Background: an optimization exercise with open tools, aiming at small area, a short achievable clock period and few clock cycles. Do not read the settings as production practice. At most, simulation tests tie the RTL to the original design; equivalence was not proved.

==> trial 36 <==
## ALU
module ALU #(
    parameter DATA_W = 32
)
(
    input                       i_clk,    
    input                       i_rst_n,  
    input                       i_valid,  
    input [DATA_W - 1 : 0]      i_A,      
    input [DATA_W - 1 : 0]      i_B,      
    input [         2 : 0]      i_inst,   
    output [2*DATA_W - 1 : 0]   o_data,   
    output                      o_done    
);
Settings: LEC_CHECK=0, CAP_MARGIN=20, CORE_MARGIN=2, CORE_UTILIZATION=35, PLACE_DENSITY=0.5, SETUP_SLACK_MARGIN=3.3, SLEW_MARGIN=20; clock period 8.0 ns.
run.sh (not shown) runs the stock make flow with config.mk's settings and CLKGATE_MAP_FILE= SYNTH_SCRIPT=/design/flow/synth_recipe.tcl, a recipe that flattens the netlist after the stock synthesis.
==> trial 33: changes against trial 36 <==
--- a/flow/design.v
+++ b/flow/design.v
@@ -25,29 +25,31 @@
     reg        s_al;     
     reg        done;
     reg [63:0] R;        
     reg        Sx;       
     reg [31:0] D;        
     reg [4:0]  cnt;
     reg        fmt_add;  
     reg        fmt_slt;  
-    reg        c16;      
+    reg        c24;      
+    reg        sg0, sg1;  
+    reg        ov0, ov1;  
     wire idle = ~(s_mul | s_mulf | s_div);
-    wire [16:0] o_hi  = {R[31], R[31:16]} + {D[31], D[31:16]} + {16'd0, c16};
-    wire        o_sgn = o_hi[16];
-    wire        o_ovf = o_hi[16] ^ o_hi[15];
+    wire [7:0]  o_top = c24 ? D[31:24] : R[31:24];
+    wire        o_sgn = c24 ? sg1 : sg0;
+    wire        o_ovf = c24 ? ov1 : ov0;
     reg  [31:0] o_lo;
     always @(*) begin
         if (fmt_slt)
             o_lo = {31'd0, o_sgn};
         else if (fmt_add & o_ovf)
             o_lo = {o_sgn, {31{~o_sgn}}};
         else if (fmt_add)
-            o_lo = {o_hi[15:0], R[15:0]};
+            o_lo = {o_top, R[23:0]};
         else
             o_lo = R[31:0];
     end
     assign o_done = done;
     assign o_data = {R[63:32], o_lo};
     wire [31:0] Rhi = R[63:32];
     wire [31:0] Rlo = R[31:0];
     reg b0_one, b0_two, b0_neg, b1_one, b1_two, b1_neg;
@@ -77,24 +79,26 @@
     wire i_or  = (i_inst == OR);
     wire i_sra = (i_inst == SRA);
     wire i_mul = (i_inst == MUL);
     wire i_div = (i_inst == DIV);
     wire i_slt = (i_inst == SLT);
     wire i_sub = (i_inst == SUB) | i_slt;
     wire i_as  = ~i_and & ~i_or & ~i_sra & ~i_mul & ~i_div;    
     wire [31:0] i_bx  = i_B ^ {32{i_sub}};
-    wire [16:0] i_sum = {1'b0, i_A[15:0]} + {1'b0, i_bx[15:0]} + {16'd0, i_sub};
-    wire [4:0]  shamt = (|i_B[31:5]) ? 5'd31 : i_B[4:0];
-    wire [31:0] i_sr  = $signed(i_A) >>> shamt;
+    wire [24:0] i_sum = {1'b0, i_A[23:0]} + {1'b0, i_bx[23:0]} + {24'd0, i_sub};
+    wire [8:0]  i_hi0 = {i_A[31], i_A[31:24]} + {i_bx[31], i_bx[31:24]};
+    wire [8:0]  i_hi1 = {i_A[31], i_A[31:24]} + {i_bx[31], i_bx[31:24]} + 9'd1;
+    wire [31:0] i_sh  = $signed(i_A) >>> i_B[4:0];
+    wire [31:0] i_sr  = (|i_B[31:5]) ? {32{i_A[31]}} : i_sh;
     wire [31:0] ld_lo = i_and ? (i_A & i_B) :
                         i_or  ? (i_A | i_B) :
                         i_sra ? i_sr :
                         i_div ? 32'd0 :
-                        i_mul ? i_A : {i_A[31:16], i_sum[15:0]};
+                        i_mul ? i_A : {i_hi0[7:0], i_sum[23:0]};
     wire [31:0] ld_hi = i_A & {32{i_div}};
     always @(posedge i_clk or negedge i_rst_n) begin
         if (!i_rst_n) begin
             s_mul  <= 1'b0;
             s_mulf <= 1'b0;
             s_div  <= 1'b0;
             s_al   <= 1'b0;
             done   <= 1'b0;
@@ -132,21 +136,25 @@
                     done  <= 1'b1;
                 end
             end
         end
     end
     always @(posedge i_clk) begin
         fmt_add <= idle & i_valid & i_as & ~i_slt;
         fmt_slt <= idle & i_valid & i_slt;
-        c16     <= i_sum[16];
+        c24     <= i_sum[24];
+        sg0     <= i_hi0[8];
+        sg1     <= i_hi1[8];
+        ov0     <= i_hi0[8] ^ i_hi0[7];
+        ov1     <= i_hi1[8] ^ i_hi1[7];
         if (idle) begin
             R     <= {ld_hi, ld_lo};
             Sx    <= 1'b0;
-            D     <= {i_bx[31:16], i_B[15:0]};
+            D     <= {(i_as ? i_hi1[7:0] : i_B[31:24]), i_B[23:0]};
             cnt   <= 5'd0;
             if (i_mul) begin
                 {b0_one, b0_two, b0_neg} <= booth(i_A[1], i_A[0], 1'b0);
                 {b1_one, b1_two, b1_neg} <= booth(i_A[3], i_A[2], i_A[1]);
             end else begin
                 {b0_one, b0_two, b0_neg} <= 3'b101;
                 {b1_one, b1_two, b1_neg} <= 3'b000;
             end
==> flow/flow/run.sh (new file) <==
#!/bin/bash
set -euo pipefail
export BUFFER_PORTS_ARGS="-buffer_cell sky130_fd_sc_hd__buf_1"
bash standard.sh finish > layout.log 2>&1
==> flow/standard.sh (new file) <==
#!/bin/bash
# synth_recipe.tcl (not shown) runs the flow's synth.tcl, then flattens the netlist and writes it again
# the make line also repeats each setting of config.mk as NAME=value (left out here)
make -C /OpenROAD-flow-scripts/flow DESIGN_CONFIG=/design/flow/config.mk WORK_HOME=/design/flow/orfs CLKGATE_MAP_FILE= SYNTH_SCRIPT=/design/flow/synth_recipe.tcl "${@:-finish}"
Settings changed: SETUP_SLACK_MARGIN 3.3 to 3.5.
removed: flow/run.sh
==> comparison <==
Between trial 33 and trial 36, the lower final cell count is in trial 36 (gap about 1.1%, measured against trial 36).
In trial 33 the setup slack is better than in trial 36, by 0.59 ns.
Of trial 33 and trial 36, trial 33 has the higher via count (gap 0.91%, measured against trial 36).
Of trial 33 and trial 36, trial 36 has the higher worst hold slack (gap 0.031 ns).
Of trial 33 and trial 36, trial 33 has the higher die area (gap about 1.6%, measured against trial 36).
Clock-buffer cell count: trial 36 is higher than trial 33 (1).
First-iteration DRC count: trial 33 is larger than trial 36 (9.7%).
Testbench counts of trial 33, summed over its fixed seeds: cycles 12,085.
Only the layout flow was run in trial 36; the RTL was not checked for function there.

-- what the ideal ports hide --
In the flow no input, the clock included, has a driving cell. The finished layouts below were timed again as built, in two steps. Step 1, drivers: a clkbuf_16 drives i_clk and a buf_2 each remaining input, both assumed. Step 2, shift: input delay + t, output delay - t, t = (earliest + latest rising clock arrival at the registers) / 2. This alone moves slack from input paths to output paths. Slacks: ideal / step 1 / step 2; pairs: ideal / step 1.
| run | t (ns) | setup slack, ns | worst slew at a driven data input, ns |
|---|---|---|---|
| trial 36 | 0.494 | 2.941 / 2.891 / 2.882 | 0.04 |
| trial 33 | 0.498 | 3.535 / 3.546 / 3.048 | 0.05 |
After both steps setup and hold are still met in every run listed. For trial 33, which loses most, drivers alone change the setup slack by +0.011 ns; drivers and shift together by -0.487 ns.
